Context: an optimization exercise on an open-source flow, tuned for a short achievable clock period and few clock cycles. The choices shown serve that exercise and are no tape-out recipe. At most, simulation tests tie the RTL to the original design; equivalence was not proved. The clock port is modelled as an ideal driver, which makes a skipped or thinned clock tree look cheaper than it is; a real chip needs a root buffer or a tree. No activity file was given, so power comes from the tool's default toggle rates.

// RISC_16_top
module RISC_16_top(
    input clk,
    input rst,
    output [5:0] instruction_addr,
    input [16:0] instruction,
    output [7:0] mem_addr,
    output [7:0] mem_wdata,
    output mem_we,
    input [7:0] mem_rdata,
    output halted,
    output [7:0] r4_out,   
    output [7:0] r8_out    
);
Settings: LEC_CHECK=0, ABC_CLOCK_PERIOD_IN_PS=2000, CAP_MARGIN=20, CORE_MARGIN=2, CORE_UTILIZATION=60, PLACE_DENSITY=0.75, SLEW_MARGIN=20; clock period 10.0 ns.
standard.sh (not shown) runs the stock make flow with config.mk's settings and CLKGATE_MAP_FILE= SYNTH_SCRIPT=/design/flow/synth_recipe.tcl, a recipe that flattens the netlist after the stock synthesis.
==> flow/flow/run.sh <==
#!/bin/bash
# Layout: the standard flow (standard.sh), with the standard synthesis
# unchanged, except:
#  - ports are buffered with buf_4 cells instead of the default delay
#    buffer, and the resizer may change a cell's footprint;
#  - timing repair aims for extra setup margin;
#  - the clock tree is built by flow/cts.tcl instead of TritonCTS: the clock
#    port drives one root buffer per column of flip-flop groups, each root
#    drives the leaf buffers of its column, each leaf drives one group
#    (balanced, about 22 flip-flops); then the same repair as ORFS's CTS.
set -euo pipefail
KNOBS=(MATCH_CELL_FOOTPRINT=0 "BUFFER_PORTS_ARGS=-buffer_cell sky130_fd_sc_hd__buf_4" SETUP_SLACK_MARGIN=7.5)
bash standard.sh synth > synth.log 2>&1
bash standard.sh "${KNOBS[@]}" place > place.log 2>&1
RES=orfs/results/sky130hd/RISC_16_top/base
RES=$RES OUT_DIR=$RES MARGIN=7.5 PER_LEAF=22 \
    openroad -no_init -exit flow/cts.tcl > cts.log 2>&1
bash standard.sh "${KNOBS[@]}" finish > layout.log 2>&1
Other scripts of this flow, unchanged in this note and not shown: flow/flow/cts.tcl
The first run completed without violations.
Testbench counts at the start, summed over its fixed seeds: cycles 49,828.
==> next run, changes <==
--- a/flow/design.v
+++ b/flow/design.v
@@ -339,15 +339,14 @@
             fast_add = p ^ {gg[6:0], cin};
         end
     endfunction
     reg [5:0]  f_pc;        
     reg [5:0]  d_pc;
     reg        d_v;         
     reg        d_pt;        
-    reg        boot;        
     reg        sk_v;
     reg [16:0] sk_w;
     reg [5:0]  sk_pc;
     reg        sk_pt;
     reg        d1_v;
     reg [5:0]  d1_pc;
     reg        d1_pt;
@@ -422,16 +421,16 @@
                       (l2_live & (l2_d == d1_b)) ? mem_rdata : R[d1_b];
     wire ex_ld = e_v & e_ld;                   
     wire l1_live = l1_v & ~(p_alu & (e_fd == l1_d));    
     wire h1a = ex_ld & d1_ua & (d1_a == e_fa);
     wire h1b = ex_ld & d1_ub & (d1_b == e_fa);
     wire h2a = l1_live & d1_ua & (d1_a == l1_d);
     wire h2b = l1_live & d1_ub & (d1_b == l1_d);
-    wire [1:0] d1_cnt = ((h1a & ~d1_st) | h1b) ? 2'd2 :
-                        (h1a | (h2a & ~d1_st) | h2b | (d1_halt & ex_ld)) ? 2'd1 : 2'd0;
+    wire [1:0] d1_cnt = ((h1a | h1b) & ~d1_mem) ? 2'd2 :
+                        ((h1a | h1b) | ((h2a | h2b) & ~d1_mem) | (d1_halt & ex_ld)) ? 2'd1 : 2'd0;
     wire [5:0] d1_bt = d1_pc + ((d1_d == 4'd0) ? 6'd1 : {2'b00, d1_d});
     wire [5:0] d1_rt = d1_pt ? d1_pc + 6'd1 : d1_bt;
     wire d1_jump = d1_v & d1_jmp & ~flush;
     wire d1_fix  = d1_v & d1_pt & ~d1_br & ~d1_jmp & ~flush;
     wire redir1  = d1_jump | d1_fix;
     wire d1_free = ~d1_v | ex_free | d1_jump;
     wire [16:0] s_w  = sk_v ? sk_w  : instruction;
@@ -471,24 +470,23 @@
                 f_pc <= d1_pc + 6'd1;
             else if (refetch)
                 f_pc <= d_pc;
             else
                 f_pc <= f_next;
         end
     end
-    always @(posedge clk) begin
-        boot <= rst;
+    always @(posedge clk or posedge rst) begin
         if (rst) begin
             d_pc <= 6'd1;
-            d_v  <= (f_pc == 6'd1);
+            d_v  <= 1'b0;
             d_pt <= 1'b0;
         end else begin
             d_pc <= f_pc;
             d_pt <= f_bt;
-            d_v  <= ~(frz | kill | refetch) & ~(boot & d_v);
+            d_v  <= ~(frz | kill | refetch);
         end
     end
     always @(posedge clk or posedge rst) begin
         if (rst)
             d1_v <= 1'b0;
         else if (d1_free)
             d1_v <= s_v & ~kill;
@@ -590,15 +588,15 @@
     end
     always @(posedge clk) begin
         l1_d <= e_fa;
         l2_d <= l1_d;
     end
     always @(posedge clk) begin
         mwe <= go & e_st;
-        ma  <= fast_add(op_b, {4'b0000, e_fd}, 1'b0);
+        ma  <= fast_add(b_m, {4'b0000, e_fd}, 1'b0);
         mwd <= a_m;
     end
     always @(posedge clk or posedge rst) begin
         if (rst) begin
             bt_v <= 16'd0;
             bt_t <= 16'd0;
             js_v <= 1'b0;
=>
- clock skew decreases by 0.0049 ns
- final area falls by 1.6%
- power went down by about 7%
- via count rose by about 2.6%
- first-iteration DRC count increases by 30%
- utilization is lower by 1.0 points
- die area fell by about 0.53%
No functional check of the RTL was part of the second run of this note. No run of this note takes its clock network from TritonCTS; it comes from the design's own scripts or RTL.

========
RISC_16_top, a different RTL version from the one above (not shown whole).
Size in the first run: about 67 I/O pins, about 0.024 sq mm of cells after synthesis.
export LEC_CHECK = 0
export ABC_CLOCK_PERIOD_IN_PS = 2000
export CAP_MARGIN = 20
export CORE_MARGIN = 2
export CORE_UTILIZATION = 40
export PLACE_DENSITY = 0.6
export SLEW_MARGIN = 20
create_clock -name core_clock -period 10.0 [get_ports {clk}]
==> flow/flow/run.sh <==
#!/bin/bash
# Layout: the standard flow (standard.sh), with the standard synthesis
# unchanged. Placement and repair differ only in: ports are buffered with
# buf_4 cells instead of the default delay buffer, the resizer may change a
# cell's footprint, and timing repair aims for extra setup margin.
set -euo pipefail
bash standard.sh synth > synth.log 2>&1
bash standard.sh MATCH_CELL_FOOTPRINT=0 \
    "BUFFER_PORTS_ARGS=-buffer_cell sky130_fd_sc_hd__buf_4" \
    SETUP_SLACK_MARGIN=7.5 finish > layout.log 2>&1
Next try:
--- a/flow/design.v
+++ b/flow/design.v
@@ -312,13 +312,14 @@
                 4'd6, 4'd8, 4'd9, 4'd10: reset_value = 8'd0;
                 4'd11: reset_value = 8'd4;
                 default: reset_value = 8'd5;
             endcase
         end
     endfunction
-    reg [5:0]  f_pc;
+    reg [5:0]  f_pcs;       
+    wire [5:0] f_pc = f_pcs ^ 6'd1;
     reg [5:0]  d_pc;
     reg        d_v;         
     reg        d_pt;        
     reg        boot;        
     reg        e_v;
     reg [1:0]  e_cnt;       
@@ -330,13 +331,20 @@
     reg [3:0]  e_fa;        
     reg [3:0]  e_fd;        
     reg        e_add, e_sub, e_and, e_or, e_xor, e_srl, e_sll;
     reg        e_alu, e_br, e_beq, e_ld, e_st, e_halt;
     reg [5:0]  e_bt;        
     reg [5:0]  e_rt;        
-    reg [7:0]  R [0:15];
+    reg [7:0]  Rs [0:15];   
+    wire [7:0] R [0:15];
+    genvar g;
+    generate
+        for (g = 0; g < 16; g = g + 1) begin : rdec
+            assign R[g] = Rs[g] ^ reset_value(g);
+        end
+    endgenerate
     reg [15:0] l1_m, l2_m;  
     reg [7:0]  ma, mwd;
     reg        mwe;
     reg        halted_r;
     reg [15:0] bt_v, bt_t;
     reg [1:0]  bt_tag [0:15];
@@ -417,38 +425,38 @@
     wire       f_bt = f_bh & bt_t[f_ix];
     wire       f_js = js_v & (js_key == f_pc);
     wire [5:0] f_next = f_bt ? bt_tgt[f_ix] :
                         f_js ? {2'b00, js_tgt} : f_pc + 6'd1;
     always @(posedge clk or posedge rst) begin
         if (rst) begin
-            f_pc <= 6'd1;
+            f_pcs <= 6'd0;
             d_pc <= 6'd1;
             d_v  <= 1'b1;
             d_pt <= 1'b0;
             boot <= 1'b1;
         end else if (!halted_r) begin
             boot <= 1'b0;
             d_pc <= f_pc;
             d_pt <= f_bt;
             if (mispred) begin
-                f_pc <= e_rt;
+                f_pcs <= (e_rt) ^ 6'd1;
                 d_v  <= 1'b0;
             end else if (halt_now) begin
-                f_pc <= e_pc;
+                f_pcs <= (e_pc) ^ 6'd1;
                 d_v  <= 1'b0;
             end else if (id_jump) begin
-                f_pc <= {2'b00, i_d};
+                f_pcs <= ({2'b00, i_d}) ^ 6'd1;
                 d_v  <= 1'b0;
             end else if (refetch) begin
-                f_pc <= d_pc;
+                f_pcs <= (d_pc) ^ 6'd1;
                 d_v  <= 1'b0;
             end else if (id_fix) begin
-                f_pc <= d_pc + 6'd1;
+                f_pcs <= (d_pc + 6'd1) ^ 6'd1;
                 d_v  <= 1'b0;
             end else begin
-                f_pc <= f_next;
+                f_pcs <= (f_next) ^ 6'd1;
                 d_v  <= ~boot;
             end
         end
     end
     always @(posedge clk or posedge rst) begin
         if (rst) begin
@@ -534,17 +542,17 @@
         end
     end
     integer i;
     always @(posedge clk or posedge rst) begin
         if (rst) begin
             for (i = 0; i < 16; i = i + 1)
-                R[i] <= reset_value(i[3:0]);
+                Rs[i] <= 8'd0;
         end else begin
             for (i = 0; i < 16; i = i + 1) begin
                 if (alu_we[i])
-                    R[i] <= res;
+                    Rs[i] <= res ^ reset_value(i[3:0]);
                 else if (l2_m[i])
-                    R[i] <= mem_rdata;
+                    Rs[i] <= mem_rdata ^ reset_value(i[3:0]);
             end
         end
     end
 endmodule
- clock-buffer cell count falls by 7
- die area rises by 2.5%
- critical path depth rises by 8
- core utilization rises by 0.25 points
- total power rises by 2.0%
- wire length rises by 5.3%
- combinational power rises by 6.8%
- sequential power falls by about 2%
- cell count rises by 1.9%
- via count rises by 3.6%
Function was not checked in any run of this note: the RTL went through the layout flow alone.

-- afterwards: timing with drivers on the ports --
The flow's constraints put no driver on any port. The routed layouts listed below were extracted and timed again, unchanged, in two steps. Step 1 sets driving cells, clkbuf_16 on the clock port and buf_2 on the other inputs (assumed; they add their load-dependent delay and slew). Step 2 times the ports against the registers' clock, not the clock port: input delays grow and output delays shrink by t, the midpoint of the rising clock arrivals with the driver on. a / b / c = ideal / step 1 / step 2; a / b = the first two.
run | t (ns) | setup WS [ns] | hold slack, ns
the first run of note 1 | 0.450 | 7.041 / 6.936 / 6.759 | 0.417 / 0.417 / 0.417
the second run of note 1 | 0.452 | 6.844 / 6.824 / 6.372 | 0.404 / 0.404 / 0.404
the first run of note 2 | 0.680 | 6.524 / 6.461 / 5.805 | 0.466 / 0.466 / 0.466
the second run of note 2 | 0.679 | 6.502 / 6.324 / 5.645 | 0.456 / 0.456 / 0.456
After both steps every run listed still meets setup and hold. For the second run of note 2, which loses most, drivers alone change the setup slack by -0.178 ns; drivers and shift together by -0.857 ns.
